Background: an optimization exercise with open tools, aiming at small area. Do not read the settings as production practice. RTL that was checked went through simulation tests only; none was proved equivalent to the original. Power is estimated from default activity; no workload was simulated.

## alpha
## m68k_periph
module m68k_periph(
	input clk,
	input reset_n,
	input  [31:0] bus_addr,
	input  [15:0] bus_wdata,
	output [15:0] bus_rdata,
	input  bus_uds,
	input  bus_lds,
	input  bus_rw,
	output bus_ack,
	output [2:0] ipl_n,
	output tx,
	input rx,
	output [7:0] leds,
	output [17:0] ram_addr,
	input  [31:0] ram_data_read,
	output [31:0] ram_data_write,
	output ram_data_is_output,
	output [1:0] ram_ce_n,
	output [1:0] ram_ub_n,
	output [1:0] ram_lb_n,
	output [1:0] ram_we_n,
	output [1:0] ram_oe_n,
	input spi_miso,
	output spi_mosi,
	output spi_clk,
	output [2:0] spi_cs_n
);
	wire uds = bus_uds;
	wire lds = bus_lds;
	wire rw = bus_rw;
	wire [15:0] wd = bus_wdata;
	wire [6:0] a71 = bus_addr[7:1];
	wire strobe = uds | lds;
	wire io_page = (bus_addr[31:20] == 12'h001) && (bus_addr[19:11] == 9'd0);
	wire sel_ram  = strobe && (bus_addr[31:20] == 12'h000);
	wire sel_uart = strobe && io_page && (bus_addr[10:8] == 3'd0);
	wire sel_leds = strobe && io_page && (bus_addr[10:8] == 3'd1);
	wire sel_spi  = strobe && io_page && (bus_addr[10:8] == 3'd2);
	wire sel_tmr  = strobe && io_page && (bus_addr[10:8] == 3'd3);
	wire sel_int  = strobe && io_page && (bus_addr[10:8] == 3'd4);
	wire sel_iack = strobe && (&bus_addr[31:4]);
	reg [1:0] ph;
	always @(posedge clk) begin
		if (~reset_n || ~strobe)
			ph <= 2'd0;
		else if (ph != 2'd3)
			ph <= ph + 2'd1;
	end
	reg ram_rd;       
  ...
clock: 10.0 ns
lec_check: 0
cap_margin: 20
core_margin: 2
core_utilization: 40
slew_margin: 20
standard.sh (not shown) runs the stock make flow with config.mk's settings and CLKGATE_MAP_FILE= SYNTH_SCRIPT=/design/flow/synth_recipe.tcl, a recipe that flattens the netlist after the stock synthesis.
==> flow/flow/run.sh <==
#!/bin/bash
set -euo pipefail
export BUFFER_PORTS_ARGS="-buffer_cell sky130_fd_sc_hd__buf_1"
export CTS_ARGS="-sink_clustering_enable -repair_clock_nets -dont_use_dummy_load -sink_clustering_size 30 -sink_clustering_max_diameter 150 -buf_list {sky130_fd_sc_hd__clkbuf_8 sky130_fd_sc_hd__clkbuf_16}"
bash standard.sh finish > orfs_make.log 2>&1
alpha finished end to end and its layout was clean on timing, DRC and antenna.
The following lists how beta was set up differently from alpha:
==> flow/flow/run.sh <==
#!/bin/bash
# Standard ORFS layout with smaller port buffers and a clock tree without
# dummy loads. Synthesis, floorplan, power grid and tap cells are the standard flow's own.
set -euo pipefail
export BUFFER_PORTS_ARGS="-buffer_cell sky130_fd_sc_hd__buf_1"
export CTS_ARGS="-sink_clustering_enable -repair_clock_nets -dont_use_dummy_load -buf_list {sky130_fd_sc_hd__clkbuf_2 sky130_fd_sc_hd__clkbuf_4}"
bash standard.sh finish > orfs_make.log 2>&1
### Flow results
- beta reached the final stage; the timing, DRC and antenna checks on its layout passed.
- Number of clock-tree buffers in the layout is lower on alpha
- | combined area of all synthesized cells | beta vs alpha | ≈ equal |
- Utilization delta for beta relative to alpha: 0.72 points higher
- The higher worst hold margin of alpha and beta is in beta.
- Comparing alpha and beta, summed area of non-filler cells in the final layout is lower on alpha.
- Diff alpha and beta: total power higher in beta
- beta vs alpha, worst setup slack went down by 0.011 ns.
Changes in gamma relative to beta:
- setting ABC_AREA to 1 for the first time
- setting CTS_BUF_LIST to sky130_fd_sc_hd__clkbuf_4 sky130_fd_sc_hd__clkbuf_8 for the first time
- changing CORE_UTILIZATION from 40 to 60
==> flow/run.sh (new file) <==
#!/bin/bash
# synth_recipe.tcl (not shown) runs the flow's synth.tcl, then flattens the netlist and writes it again
# the make line also repeats each setting of config.mk as NAME=value (left out here)
make -C /OpenROAD-flow-scripts/flow DESIGN_CONFIG=/design/flow/config.mk WORK_HOME=/design/flow/orfs CLKGATE_MAP_FILE= SYNTH_SCRIPT=/design/flow/synth_recipe.tcl finish
removed: flow/flow/run.sh
removed: flow/standard.sh
- Delta (gamma minus beta): combinational group share of total power now smaller; clock skew has decreased.
- gamma vs. beta: setup TNS neither gained nor lost much; slack of the critical path lost 0.15 ns.
- gamma vs. beta: standard-cell row count down 16%; post-synthesis instance total grew by about 35%.
- Taking beta over gamma, the last weighted congestion value of the routability-driven placer ratio works out to 0.935.
Input-level comparison between delta and gamma:
- removing CTS_BUF_LIST (formerly sky130_fd_sc_hd__clkbuf_4 sky130_fd_sc_hd__clkbuf_8)
- changing CORE_UTILIZATION from 60 to 40
- removing ABC_AREA (formerly 1)
--- outcome ---
delta finished every stage and its layout cleared the timing, DRC and antenna checks. gamma → delta: total leakage power moved down; power moved up; wire length moved down; part of the power in combinational logic level. delta ended up with bus_addr[4] as its origin of the worst setup path; gamma ended up with bus_uds.

---

oak:
m68k_periph, a different RTL version from the one above (not shown whole).
Size in the first run: about 1200 cells after synthesis, about 180 I/O pins.
export LEC_CHECK = 0
export CAP_MARGIN = 20
export CORE_MARGIN = 2
export CORE_UTILIZATION = 40
export GPL_TIMING_DRIVEN = 0
export SLEW_MARGIN = 20
create_clock -name core_clock -period 10.0 [get_ports {clk}]
==> flow/flow/run.sh <==
#!/bin/bash
# The standard ORFS layout with these changes:
#  - synthesis: no prefix-adder extra map, no adder extraction, an
#    area-oriented ABC script (flow/abc.script) and no buffers on
#    pass-through wires; registers are mapped exactly as in the standard
#    synthesis (dfflibmap runs before ABC, which only remaps combinational
#    logic);
#  - port buffers are sky130_fd_sc_hd__buf_1;
#  - clock tree: clusters of at most 9 sinks on clkbuf_4, no dummy loads.
# ORFS's full output goes to orfs_make.log, each step's log to orfs/logs/.
set -euo pipefail
W=$(pwd)
{
  head -n 1 synth_recipe.tcl
  cat <<'EOT'
proc abc {args} {
  set i [lsearch -exact $args -script]
  if {$i >= 0} { lset args [expr {$i + 1}] $::env(MY_ABC_SCRIPT) }
  yosys abc {*}$args
}
EOT
  tail -n +2 synth_recipe.tcl
} > my_synth.tcl
export MY_ABC_SCRIPT="$W/flow/abc.script"
export BUFFER_PORTS_ARGS="-buffer_cell sky130_fd_sc_hd__buf_1"
export CTS_ARGS="-sink_clustering_enable -repair_clock_nets -dont_use_dummy_load -sink_clustering_size 9 -sink_clustering_max_diameter 60 -buf_list {sky130_fd_sc_hd__clkbuf_4}"
bash standard.sh SYNTH_SCRIPT="$W/my_synth.tcl" SYNTH_OPERATIONS_ARGS=-noshare ADDER_MAP_FILE= SYNTH_INSBUF=0 finish > orfs_make.log 2>&1
==> flow/flow/abc.script <==
strash
ifraig
scorr
dc2
strash
&get -n
&dch -f
&nf -R 1000
&put
diff inputs: oak => pine
Settings: CAP_MARGIN now 5, was 20; SLEW_MARGIN now 5, was 20.
Notes after the runs:
Relative to oak, the average via count per standard cell measured on pine has increased slightly.
oak -> pine: total power flat
Comparing post-layout utilization of the core for oak and pine, the bigger number came from oak.
Count of non-CTS buffers in the layout, oak and pine, lower one = pine.
After detailed routing, oak needs less wire than pine.

---

R:
Another version of the RTL of m68k_periph (not shown whole).
Size in the first run: ~1200 cells after synthesis, roughly 260 flip-flops.
==> flow/config.mk <==
export PLATFORM = sky130hd
export DESIGN_NAME = m68k_periph
export DESIGN_NICKNAME = m68k_periph
export VERILOG_FILES = /design/flow/design.v
export SDC_FILE = /design/flow/constraint.sdc
export NUM_CORES = 4
export LEC_CHECK = 0
export CAP_MARGIN = 20
export CORE_MARGIN = 2
export CORE_UTILIZATION = 40
export GPL_TIMING_DRIVEN = 0
export SLEW_MARGIN = 20
==> flow/constraint.sdc <==
create_clock -name core_clock -period 10.0 [get_ports {clk}]
set_input_delay 2.0000 -clock core_clock [delete_from_list [all_inputs] [get_ports {clk}]]
set_output_delay 2.0000 -clock core_clock [all_outputs]
set_load 0.01 [all_outputs]
==> flow/flow/run.sh <==
#!/bin/bash
# The standard ORFS layout with these changes:
#  - synthesis: no prefix-adder extra map, no adder extraction, an
#    area-oriented ABC script (flow/abc.script) and no buffers on
#    pass-through wires; registers are mapped exactly as in the standard
#    synthesis (dfflibmap runs before ABC, which only remaps combinational
#    logic);
#  - port buffers are sky130_fd_sc_hd__buf_1;
#  - clock tree: smaller sink clusters of clkbuf_4/clkbuf_8, no dummy loads.
# ORFS's full output goes to orfs_make.log, each step's log to orfs/logs/.
set -euo pipefail
W=$(pwd)
{
  head -n 1 synth_recipe.tcl
  cat <<'EOT'
proc abc {args} {
  set i [lsearch -exact $args -script]
  if {$i >= 0} { lset args [expr {$i + 1}] $::env(MY_ABC_SCRIPT) }
  yosys abc {*}$args
}
EOT
  tail -n +2 synth_recipe.tcl
} > my_synth.tcl
export MY_ABC_SCRIPT="$W/flow/abc.script"
export BUFFER_PORTS_ARGS="-buffer_cell sky130_fd_sc_hd__buf_1"
export CTS_ARGS="-sink_clustering_enable -repair_clock_nets -dont_use_dummy_load -sink_clustering_size 12 -sink_clustering_max_diameter 100 -buf_list {sky130_fd_sc_hd__clkbuf_4 sky130_fd_sc_hd__clkbuf_8}"
bash standard.sh SYNTH_SCRIPT="$W/my_synth.tcl" SYNTH_OPERATIONS_ARGS=-noshare ADDER_MAP_FILE= SYNTH_INSBUF=0 finish > orfs_make.log 2>&1
Scripts as last shown in full above: flow/flow/abc.script
R: done, clean on timing, DRC and antenna
Input changes introduced in P (baseline for comparison: R):
# R
export LEC_CHECK = 0
export CAP_MARGIN = 20
export CORE_MARGIN = 2
export CORE_UTILIZATION = 40
export GPL_TIMING_DRIVEN = 0
export SLEW_MARGIN = 20
create_clock -name core_clock -period 10.0 [get_ports {clk}]
# P
export LEC_CHECK = 0
export CAP_MARGIN = 20
export CORE_MARGIN = 2
export CORE_UTILIZATION = 40
export SLEW_MARGIN = 20
create_clock -name core_clock -period 10.0 [get_ports {clk}]
[summary]
- Every stage of the flow completed for P, and the final layout passed the timing, DRC and antenna checks.
- Relative to R, net switching share of the total power has decreased by 0.23 points in P.
- When the final numbers for R and P were put side by side, the number of buffers and inverters on the critical path turned out to be greater in P.
- Against R, P reports a routed length on met1 that is higher.
- The clock period minus final worst setup slack in P was lower than what R gave.
- [compare] base=R new=P: power attributed to combinational cells ~0 delta, I/O pin count now sits at about the same level, overall power after layout comparable.
- Sort R and P by count of fill cells added during filler insertion desc -> top: P
- Compared with R, maximum frequency in P increased by a few percent.
No run of this note included a check of the RTL's function; only the layout flow was run.

afterwards: timing with drivers on the ports:
How much do the figures lean on ideal ports? The routed layouts below were timed once more, with nothing changed but the port constraints.
Step 1 assumes that a clkbuf_16 drives the clock port and a buf_2 every other input.
Step 2 also shifts input and output timing later by t, the mid clock arrival at the registers, as if the neighbouring blocks saw the same clock.
Slacks: ideal / step 1 / step 2; pairs: ideal / step 1.
run	t (ns)	setup WS [ns]	worst setup path at the end	latest minus earliest clock arrival (ns)
alpha	0.540	3.122 / 3.096 / 3.096	input to output	0.062 / 0.062
beta	0.746	3.112 / 3.085 / 3.085	input to output	0.082 / 0.082
gamma	0.615	2.965 / 2.903 / 2.903	input to output	0.046 / 0.046
delta	0.609	2.131 / 2.111 / 2.111	input to output	0.009 / 0.008
oak	0.665	3.643 / 3.614 / 3.614	input to output	0.053 / 0.053
pine	0.659	3.577 / 3.551 / 3.551	input to output	0.063 / 0.062
R	0.600	2.662 / 2.630 / 2.630	input to output	0.021 / 0.022
P	0.601	3.039 / 3.011 / 3.011	input to output	0.015 / 0.015
After both steps setup and hold are still met in every run listed. The setup slack of gamma, which loses most, moves by -0.062 ns with the drivers and by -0.062 ns with both steps.
